Context: an optimization exercise on an open-source flow, tuned for small area, a short achievable clock period and few clock cycles per item. The choices shown serve that exercise and are no tape-out recipe.
RTL that was checked went through simulation tests only; none was proved equivalent to the original.
No activity file was given, so power comes from the tool's default toggle rates.

==> inputs of v28 <==
## DelayAndSum
module DelayAndSum (
        ap_clk,
        ap_rst_n,
        in1_real_TVALID,
        in1_imag_TVALID,
        in2_real_TVALID,
        in2_imag_TVALID,
        in3_real_TVALID,
        in3_imag_TVALID,
        in4_real_TVALID,
        in4_imag_TVALID,
        out_real_TREADY,
        out_imag_TREADY,
        in1_real_TDATA,
        in1_real_TREADY,
        in1_imag_TDATA,
        in1_imag_TREADY,
        in2_real_TDATA,
        in2_real_TREADY,
        in2_imag_TDATA,
        in2_imag_TREADY,
        in3_real_TDATA,
        in3_real_TREADY,
        in3_imag_TDATA,
        in3_imag_TREADY,
        in4_real_TDATA,
        in4_real_TREADY,
        in4_imag_TDATA,
        in4_imag_TREADY,
        out_real_TDATA,
        out_real_TVALID,
        out_real_TLAST,
        out_imag_TDATA,
        out_imag_TVALID,
        out_imag_TLAST,
        s_axi_control_AWVALID,
        s_axi_control_AWREADY,
        s_axi_control_AWADDR,
        s_axi_control_WVALID,
        s_axi_control_WREADY,
        s_axi_control_WDATA,
        s_axi_control_WSTRB,
        s_axi_control_ARVALID,
        s_axi_control_ARREADY,
        s_axi_control_ARADDR,
        s_axi_control_RVALID,
        s_axi_control_RREADY,
        s_axi_control_RDATA,
        s_axi_control_RRESP,
        s_axi_control_BVALID,
        s_axi_control_BREADY,
        s_axi_control_BRESP,
        interrupt
);
export LEC_CHECK = 0
export CAP_MARGIN = 20
export CORE_MARGIN = 2
export CORE_UTILIZATION = 30
export PLACE_DENSITY = 0.4
export SLEW_MARGIN = 20
export SYNTH_HIERARCHICAL = 1
create_clock -name core_clock -period 14.0 [get_ports {ap_clk}]
standard.sh (not shown) runs the stock make flow with config.mk's settings and CLKGATE_MAP_FILE= SYNTH_SCRIPT=/design/flow/synth_recipe.tcl, a recipe that flattens the netlist after the stock synthesis.
==> flow/flow/run.sh <==
#!/bin/bash
set -uo pipefail
MARGIN=${MARGIN:-9.6}
bash standard.sh SETUP_SLACK_MARGIN=$MARGIN finish > standard_flow.log 2>&1
status=$?
exit $status
==> v24 (differences from v28) <==
--- a/flow/design.v
+++ b/flow/design.v
@@ -11330,12 +11330,11 @@
 output  [1:0] s_axi_control_RRESP;
 output   s_axi_control_BVALID;
 input   s_axi_control_BREADY;
 output  [1:0] s_axi_control_BRESP;
 output   interrupt;
-reg rst;
-always @(posedge ap_clk) rst <= ~ap_rst_n;
+wire rst = ~ap_rst_n;
 reg  [19:0] phi;
 reg  [31:0] fc;
 reg  [31:0] xp [0:3];       
 reg  [25:0] pkt;
 reg  [9:0]  inv;
@@ -11344,17 +11343,17 @@
 reg  [6:0]  aw_addr;
 reg  [31:0] w_data;
 reg         ar_full, rvalid;
 reg  [6:0]  ar_addr;
 reg  [31:0] rdata;
-wire aw_hs = s_axi_control_AWVALID & ~aw_full & ~bvalid & ~rst;
-wire w_hs  = s_axi_control_WVALID & ~w_full & ~bvalid & ~rst;
-assign s_axi_control_AWREADY = ~aw_full & ~bvalid & ~rst;
-assign s_axi_control_WREADY  = ~w_full & ~bvalid & ~rst;
+wire aw_hs = s_axi_control_AWVALID & ~aw_full & ~bvalid;
+wire w_hs  = s_axi_control_WVALID & ~w_full & ~bvalid;
+assign s_axi_control_AWREADY = ~aw_full & ~bvalid;
+assign s_axi_control_WREADY  = ~w_full & ~bvalid;
 assign s_axi_control_BVALID  = bvalid;
 assign s_axi_control_BRESP   = 2'b00;
-assign s_axi_control_ARREADY = ~ar_full & ~rvalid & ~rst;
+assign s_axi_control_ARREADY = ~ar_full & ~rvalid;
 assign s_axi_control_RVALID  = rvalid;
 assign s_axi_control_RDATA   = rdata;
 assign s_axi_control_RRESP   = 2'b00;
 assign interrupt = 1'b0;
 wire        eng_wr;             
@@ -11395,11 +11394,11 @@
             endcase
         end
         if (eng_wr) xp[eng_k] <= {2'b00, eng_w};
     end
 end
-wire ar_hs = s_axi_control_ARVALID & ~ar_full & ~rvalid & ~rst;
+wire ar_hs = s_axi_control_ARVALID & ~ar_full & ~rvalid;
 always @(posedge ap_clk) begin
     case (ar_addr)
         7'h14: rdata <= {12'd0, phi};
         7'h1c: rdata <= fc;
         7'h24: rdata <= xp[0];
@@ -11483,18 +11482,17 @@
             bone[8*c +: 8] <= b_one[8*c +: 8];
             btwo[8*c +: 8] <= b_two[8*c +: 8];
             bneg[8*c +: 8] <= b_neg[8*c +: 8];
         end
 end
-reg [25:0] prem, pm1;
-reg        pk_zero;
-wire last0 = ~pk_zero & (prem == 26'd0);
-always @(posedge ap_clk) begin
-    pm1 <= pkt - 26'd1;
-    pk_zero <= (pkt == 26'd0);
-    if (~started) prem <= pm1;
-    else if (fire) prem <= (prem == 26'd0) ? pm1 : prem - 26'd1;
+reg [25:0] pcnt;
+wire pk_zero = (pkt == 26'd0);
+wire pk_more = ({1'b0, pcnt} < ({1'b0, pkt} - 27'd1));
+wire last0 = ~pk_zero & ~pk_more;
+always @(posedge ap_clk) begin
+    if (rst) pcnt <= 26'd0;
+    else if (fire) pcnt <= (pk_zero | ~pk_more) ? 26'd0 : pcnt + 26'd1;
 end
 wire [15:0] dre, dim;
 DelayAndSum_dp dp (
     .clk(ap_clk), .bone(bone), .btwo(btwo), .bneg(bneg), .inv(inv),
     .wc({xp[3][14:0], xp[2][14:0], xp[1][14:0], xp[0][14:0]}),
CORE_UTILIZATION = 40   (was 30)
PLACE_DENSITY = 0.45   (was 0.4)
==> notes <==
Against v24, the via count of v28 is lower by 0.41%. Combinational power is about the same in v28 and v24. First-iteration DRC count: v24 is higher than v28 (about 3.6%). Utilization: v28 is lower than v24 (11 points). Between v24 and v28, the lower global-route usage is in v28 (gap 8.7 points). In v24 the setup slack is worse than in v28, by 0.0056 ns. Of v24 and v28, v28 has the higher area after synthesis (gap about 0.9%, measured against v28). Of v28 and v24, v28 has the higher synthesized cell count (gap about 0.66%, measured against v24). v28 went through all stages and came out clean. v24 ran to the end with no violations.
Testbench counts of v24, summed over its fixed seeds: cycles 9,284, items 8,192.
For v28, only the layout was checked, not whether the RTL still works.

========
==> inputs of job 1664 <==
Another version of the RTL of DelayAndSum (not shown whole).
// DelayAndSum
module DelayAndSum (
        ap_clk,
        ap_rst_n,
        in1_real_TVALID,
        in1_imag_TVALID,
        in2_real_TVALID,
        in2_imag_TVALID,
        in3_real_TVALID,
        in3_imag_TVALID,
        in4_real_TVALID,
        in4_imag_TVALID,
        out_real_TREADY,
        out_imag_TREADY,
        in1_real_TDATA,
        in1_real_TREADY,
        in1_imag_TDATA,
        in1_imag_TREADY,
        in2_real_TDATA,
        in2_real_TREADY,
        in2_imag_TDATA,
        in2_imag_TREADY,
        in3_real_TDATA,
        in3_real_TREADY,
        in3_imag_TDATA,
        in3_imag_TREADY,
        in4_real_TDATA,
        in4_real_TREADY,
        in4_imag_TDATA,
        in4_imag_TREADY,
        out_real_TDATA,
        out_real_TVALID,
        out_real_TLAST,
        out_imag_TDATA,
        out_imag_TVALID,
        out_imag_TLAST,
        s_axi_control_AWVALID,
        s_axi_control_AWREADY,
        s_axi_control_AWADDR,
        s_axi_control_WVALID,
        s_axi_control_WREADY,
        s_axi_control_WDATA,
        s_axi_control_WSTRB,
        s_axi_control_ARVALID,
        s_axi_control_ARREADY,
        s_axi_control_ARADDR,
        s_axi_control_RVALID,
        s_axi_control_RREADY,
        s_axi_control_RDATA,
        s_axi_control_RRESP,
        s_axi_control_BVALID,
        s_axi_control_BREADY,
        s_axi_control_BRESP,
        interrupt
);
Settings: LEC_CHECK=0, CAP_MARGIN=20, CORE_MARGIN=2, CORE_UTILIZATION=30, CTS_CLUSTER_DIAMETER=150, CTS_CLUSTER_SIZE=16, PLACE_DENSITY=0.4, SLEW_MARGIN=20, SYNTH_HIERARCHICAL=1; clock period 14.0 ns.
==> flow/flow/run.sh <==
#!/bin/bash
set -uo pipefail
MARGIN=${MARGIN:-9.7}
bash standard.sh SETUP_SLACK_MARGIN=$MARGIN finish > standard_flow.log 2>&1
status=$?
exit $status
==> job 7726: changes against job 1664 <==
--- a/flow/design.v
+++ b/flow/design.v
@@ -11418,22 +11418,20 @@
     rvalid  <= rvalid_n;
     arready_r <= ap_rst_n & ~ar_full_n & ~rvalid_n;
     if (ar_hs) ar_addr <= s_axi_control_ARADDR;
 end
 reg started_d;
 always @(posedge ap_clk) started_d <= rst ? 1'b0 : started;
 wire go = started & ~started_d;
-wire wready0;
-reg  wready;
-always @(posedge ap_clk) wready <= rst ? 1'b0 : wready0;
+wire wready;
 DelayAndSum_weights eng (
     .clk(ap_clk), .rst(rst), .started(started),
     .wr_phi(wr_go & (aw_addr == 7'h14)), .wr_fc(wr_go & (aw_addr == 7'h1c)),
     .phi(phi), .fc(fc), .x0(xp[0]), .x1(xp[1]), .x2(xp[2]), .x3(xp[3]),
-    .wr(eng_wr), .wk(eng_k), .w(eng_w), .ready(wready0)
+    .wr(eng_wr), .wk(eng_k), .w(eng_w), .ready(wready)
 );
 wire [7:0]   tvalid = {in4_imag_TVALID, in4_real_TVALID, in3_imag_TVALID, in3_real_TVALID,
                        in2_imag_TVALID, in2_real_TVALID, in1_imag_TVALID, in1_real_TVALID};
 wire [127:0] tdata  = {in4_imag_TDATA, in4_real_TDATA, in3_imag_TDATA, in3_real_TDATA,
                        in2_imag_TDATA, in2_real_TDATA, in1_imag_TDATA, in1_real_TDATA};
 reg  [7:0]   trdy;
 reg  [7:0]   full;
@@ -11488,23 +11486,19 @@
 reg        pk_zero;
 wire last0 = ~pk_zero & (prem == 26'd0);
 always @(posedge ap_clk) begin
     pk_zero <= (pkt == 26'd0);
     if (~started) prem <= pkt - 26'd1;
     else if (fire) prem <= (prem == 26'd0) ? pkt - 26'd1 : prem - 26'd1;
 end
-reg [59:0] wc_q, ws_q;
-always @(posedge ap_clk) begin
-    wc_q <= {xp[3][14:0], xp[2][14:0], xp[1][14:0], xp[0][14:0]};
-    ws_q <= {xp[3][29:15], xp[2][29:15], xp[1][29:15], xp[0][29:15]};
-end
 wire [15:0] dre, dim;
 DelayAndSum_dp dp (
     .clk(ap_clk), .bone(bone), .btwo(btwo), .bneg(bneg), .inv(inv),
-    .wc(wc_q), .ws(ws_q),
+    .wc({xp[3][14:0], xp[2][14:0], xp[1][14:0], xp[0][14:0]}),
+    .ws({xp[3][29:15], xp[2][29:15], xp[1][29:15], xp[0][29:15]}),
     .ore(dre), .oim(dim)
 );
 reg v1, v2, l1, l2;
 always @(posedge ap_clk) begin
     if (rst) begin v1 <= 1'b0; v2 <= 1'b0; end
     else begin v1 <= fire; v2 <= v1; end
     l1 <= last0; l2 <= l1;
==> job 4053: changes against job 1664 <==
--- a/flow/design.v
+++ b/flow/design.v
@@ -11328,56 +11328,55 @@
 input   s_axi_control_RREADY;
 output  [31:0] s_axi_control_RDATA;
 output  [1:0] s_axi_control_RRESP;
 output   s_axi_control_BVALID;
 input   s_axi_control_BREADY;
 output  [1:0] s_axi_control_BRESP;
 output   interrupt;
-reg rst;
-always @(posedge ap_clk) rst <= ~ap_rst_n;
+wire rst = ~ap_rst_n;
 reg  [19:0] phi;
 reg  [31:0] fc;
 reg  [31:0] xp [0:3];       
 reg  [25:0] pkt;
 reg  [9:0]  inv;
 reg         started;
 reg         aw_full, w_full, bvalid, wr_go;
 reg  [6:0]  aw_addr;
 reg  [31:0] w_data;
 reg         ar_full, rvalid;
 reg  [6:0]  ar_addr;
 reg  [31:0] rdata;
-reg  awready_r, wready_r, arready_r;
-wire aw_hs = s_axi_control_AWVALID & awready_r;
-wire w_hs  = s_axi_control_WVALID & wready_r;
-assign s_axi_control_AWREADY = awready_r;
-assign s_axi_control_WREADY  = wready_r;
+wire aw_hs = s_axi_control_AWVALID & ~aw_full & ~bvalid;
+wire w_hs  = s_axi_control_WVALID & ~w_full & ~bvalid;
+assign s_axi_control_AWREADY = ~aw_full & ~bvalid;
+assign s_axi_control_WREADY  = ~w_full & ~bvalid;
 assign s_axi_control_BVALID  = bvalid;
 assign s_axi_control_BRESP   = 2'b00;
-assign s_axi_control_ARREADY = arready_r;
+assign s_axi_control_ARREADY = ~ar_full & ~rvalid;
 assign s_axi_control_RVALID  = rvalid;
 assign s_axi_control_RDATA   = rdata;
 assign s_axi_control_RRESP   = 2'b00;
 assign interrupt = 1'b0;
 wire        eng_wr;             
 wire [1:0]  eng_k;
 wire [29:0] eng_w;
-wire bv_set    = ~bvalid & (aw_full | aw_hs) & (w_full | w_hs);
-wire aw_full_n = ~rst & ~wr_go & (aw_full | aw_hs);
-wire w_full_n  = ~rst & ~wr_go & (w_full | w_hs);
-wire bvalid_n  = ~rst & (bv_set | (bvalid & ~s_axi_control_BREADY));
-always @(posedge ap_clk) begin
-    aw_full <= aw_full_n;
-    w_full  <= w_full_n;
-    bvalid  <= bvalid_n;
-    wr_go   <= ~rst & bv_set;
-    awready_r <= ap_rst_n & ~aw_full_n & ~bvalid_n;
-    wready_r  <= ap_rst_n & ~w_full_n & ~bvalid_n;
-    if (aw_hs) aw_addr <= s_axi_control_AWADDR;
-    if (w_hs)  w_data <= s_axi_control_WDATA;
+always @(posedge ap_clk) begin
+    if (rst) begin
+        aw_full <= 1'b0; w_full <= 1'b0; bvalid <= 1'b0; wr_go <= 1'b0;
+    end else begin
+        if (aw_hs) begin aw_full <= 1'b1; aw_addr <= s_axi_control_AWADDR; end
+        if (w_hs)  begin w_full <= 1'b1;  w_data <= s_axi_control_WDATA; end
+        if (~bvalid & (aw_full | aw_hs) & (w_full | w_hs)) begin
+            bvalid <= 1'b1; wr_go <= 1'b1;
+        end
+        if (wr_go) begin
+            wr_go <= 1'b0; aw_full <= 1'b0; w_full <= 1'b0;
+        end
+        if (bvalid & s_axi_control_BREADY) bvalid <= 1'b0;
+    end
 end
 always @(posedge ap_clk) begin
     if (rst) begin
         phi <= 20'd0; fc <= 32'd0; pkt <= 26'd0; inv <= 10'd0; started <= 1'b0;
         xp[0] <= 32'd0; xp[1] <= 32'd0; xp[2] <= 32'd0; xp[3] <= 32'd0;
     end else begin
         if (wr_go) begin
@@ -11393,47 +11392,48 @@
                 7'h4c: inv <= w_data[9:0];
                 default: ;
             endcase
         end
         if (eng_wr) xp[eng_k] <= {2'b00, eng_w};
     end
 end
-wire ar_hs = s_axi_control_ARVALID & arready_r;
+wire ar_hs = s_axi_control_ARVALID & ~ar_full & ~rvalid;
 always @(posedge ap_clk) begin
     case (ar_addr)
         7'h14: rdata <= {12'd0, phi};
         7'h1c: rdata <= fc;
         7'h24: rdata <= xp[0];
         7'h2c: rdata <= xp[1];
         7'h34: rdata <= xp[2];
         7'h3c: rdata <= xp[3];
         7'h44: rdata <= {6'd0, pkt};
         7'h4c: rdata <= {22'd0, inv};
         default: rdata <= 32'd0;
     endcase
 end
-wire ar_full_n = ~rst & ~ar_full & ar_hs;           
-wire rvalid_n  = ~rst & (ar_full | (rvalid & ~s_axi_control_RREADY));
 always @(posedge ap_clk) begin
-    ar_full <= ar_full_n;
-    rvalid  <= rvalid_n;
-    arready_r <= ap_rst_n & ~ar_full_n & ~rvalid_n;
-    if (ar_hs) ar_addr <= s_axi_control_ARADDR;
+    if (rst) begin
+        ar_full <= 1'b0; rvalid <= 1'b0;
+    end else begin
+        if (ar_hs) begin ar_full <= 1'b1; ar_addr <= s_axi_control_ARADDR; end
+        if (ar_full) begin
+            ar_full <= 1'b0; rvalid <= 1'b1;
+        end
+        if (rvalid & s_axi_control_RREADY) rvalid <= 1'b0;
+    end
 end
 reg started_d;
 always @(posedge ap_clk) started_d <= rst ? 1'b0 : started;
 wire go = started & ~started_d;
-wire wready0;
-reg  wready;
-always @(posedge ap_clk) wready <= rst ? 1'b0 : wready0;
+wire wready;
 DelayAndSum_weights eng (
     .clk(ap_clk), .rst(rst), .started(started),
     .wr_phi(wr_go & (aw_addr == 7'h14)), .wr_fc(wr_go & (aw_addr == 7'h1c)),
     .phi(phi), .fc(fc), .x0(xp[0]), .x1(xp[1]), .x2(xp[2]), .x3(xp[3]),
-    .wr(eng_wr), .wk(eng_k), .w(eng_w), .ready(wready0)
+    .wr(eng_wr), .wk(eng_k), .w(eng_w), .ready(wready)
 );
 wire [7:0]   tvalid = {in4_imag_TVALID, in4_real_TVALID, in3_imag_TVALID, in3_real_TVALID,
                        in2_imag_TVALID, in2_real_TVALID, in1_imag_TVALID, in1_real_TVALID};
 wire [127:0] tdata  = {in4_imag_TDATA, in4_real_TDATA, in3_imag_TDATA, in3_real_TDATA,
                        in2_imag_TDATA, in2_real_TDATA, in1_imag_TDATA, in1_real_TDATA};
 reg  [7:0]   trdy;
 reg  [7:0]   full;
@@ -11480,31 +11480,27 @@
     for (c = 0; c < 8; c = c + 1)
         if (hs_in[c]) begin
             bone[8*c +: 8] <= b_one[8*c +: 8];
             btwo[8*c +: 8] <= b_two[8*c +: 8];
             bneg[8*c +: 8] <= b_neg[8*c +: 8];
         end
 end
-reg [25:0] prem;
-reg        pk_zero;
-wire last0 = ~pk_zero & (prem == 26'd0);
-always @(posedge ap_clk) begin
-    pk_zero <= (pkt == 26'd0);
-    if (~started) prem <= pkt - 26'd1;
-    else if (fire) prem <= (prem == 26'd0) ? pkt - 26'd1 : prem - 26'd1;
-end
-reg [59:0] wc_q, ws_q;
+reg [25:0] pcnt;
+wire pk_zero = (pkt == 26'd0);
+wire pk_more = ({1'b0, pcnt} < ({1'b0, pkt} - 27'd1));
+wire last0 = ~pk_zero & ~pk_more;
 always @(posedge ap_clk) begin
-    wc_q <= {xp[3][14:0], xp[2][14:0], xp[1][14:0], xp[0][14:0]};
-    ws_q <= {xp[3][29:15], xp[2][29:15], xp[1][29:15], xp[0][29:15]};
+    if (rst) pcnt <= 26'd0;
+    else if (fire) pcnt <= (pk_zero | ~pk_more) ? 26'd0 : pcnt + 26'd1;
 end
 wire [15:0] dre, dim;
 DelayAndSum_dp dp (
     .clk(ap_clk), .bone(bone), .btwo(btwo), .bneg(bneg), .inv(inv),
-    .wc(wc_q), .ws(ws_q),
+    .wc({xp[3][14:0], xp[2][14:0], xp[1][14:0], xp[0][14:0]}),
+    .ws({xp[3][29:15], xp[2][29:15], xp[1][29:15], xp[0][29:15]}),
     .ore(dre), .oim(dim)
 );
 reg v1, v2, l1, l2;
 always @(posedge ap_clk) begin
     if (rst) begin v1 <= 1'b0; v2 <= 1'b0; end
     else begin v1 <= fire; v2 <= v1; end
     l1 <= last0; l2 <= l1;
==> flow/flow/run.sh (replaced) <==
#!/bin/bash
set -uo pipefail
MARGIN=${MARGIN:-9.6}
bash standard.sh SETUP_SLACK_MARGIN=$MARGIN finish > standard_flow.log 2>&1
status=$?
exit $status
==> flow_summary.json <==
{
  "status": "timing/DRC/antenna clean",
  "p_int_w": 0.0151,
  "place.gp.congestion": 0.972,
  "die_h_um": 712,
  "first_pass_iters": 9,
  "avgSynthCellArea_um2": 10.6,
  "cp-startpoint": "bneg[29]",
  "timing.rr.end": "dp.r4376",
  "cp.arrival_ns": 5.23,
  "inv_count": 222
}
The numbers above come from job 4053.

==> flow_summary.json <==
{
  "timing.rr.end": "eng.acc[62]",
  "grt_pass1_vias": 126742,
  "layout_worst_path_cycle_share": 0.310,
  "inv_count": 215,
  "avgSynthCellArea_um2": 10.7,
  "cp-startpoint": "eng.b_two",
  "cp.arrival_ns": 5.05,
  "num_vias": 124759,
  "status": "timing/DRC/antenna clean",
  "die_h_um": 711,
  "p_int_w": 0.0150,
  "min_to": "l2",
  "finalHoldViolCount": 0
}
The numbers above come from job 7726.

==> flow_summary.json <==
{
  "hp-class": "reg -> reg",
  "place.gp.congestion": 0.963,
  "use_met2": 0.481,
  "finalHoldViolCount": 0,
  "cp-startpoint": "btwo[49]",
  "hold_buffers": 0,
  "path_class": "reg -> reg",
  "peakVddDrop_mv": 0.474,
  "cp.arrival_ns": 5.23,
  "antenna_found_initial": 113,
  "p_int_w": 0.0156,
  "die_h_um": 718,
  "status": "timing/DRC/antenna clean",
  "drv_slew": 0,
  "inv_count": 220,
  "clkLatencyLatePin_ns": 1.04,
  "p_seq_w": 0.00674,
  "seq_share": 0.226
}
The numbers above come from job 1664.

Testbench counts of job 7726, summed over its fixed seeds: cycles 9,292, items 8,192.
Testbench counts of job 4053, summed over its fixed seeds: cycles 9,284, items 8,192.
For job 1664, only the layout was checked, not whether the RTL still works.

[static timing again, ports no longer ideal]
How much do the figures lean on ideal ports? The routed layouts below were timed once more, with nothing changed but the port constraints. Step 1: set_driving_cell puts a clkbuf_16 on ap_clk and a buf_2 on each other input, an assumption about the parent block. Step 2 times the ports against the registers' clock, not the clock port: input delays grow and output delays shrink by t, the midpoint of the rising clock arrivals with the driver on. Slacks: no drivers / after step 1 / after step 2; pairs: no drivers / after step 1.
run | t (ns) | setup WS [ns] | clock arrival spread, ns
v28 | 1.107 | 9.521 / 9.402 / 8.920 | 0.177 / 0.176
v24 | 1.044 | 9.515 / 9.496 / 8.760 | 0.112 / 0.112
job 1664 | 1.072 | 9.585 / 9.534 / 8.859 | 0.204 / 0.204
job 7726 | 1.060 | 9.655 / 9.615 / 8.832 | 0.106 / 0.106
job 4053 | 1.053 | 9.520 / 9.514 / 8.679 | 0.149 / 0.148
After both steps setup and hold are still met in every run listed. For job 4053, which loses most, drivers alone change the setup slack by -0.006 ns; drivers and shift together by -0.841 ns.
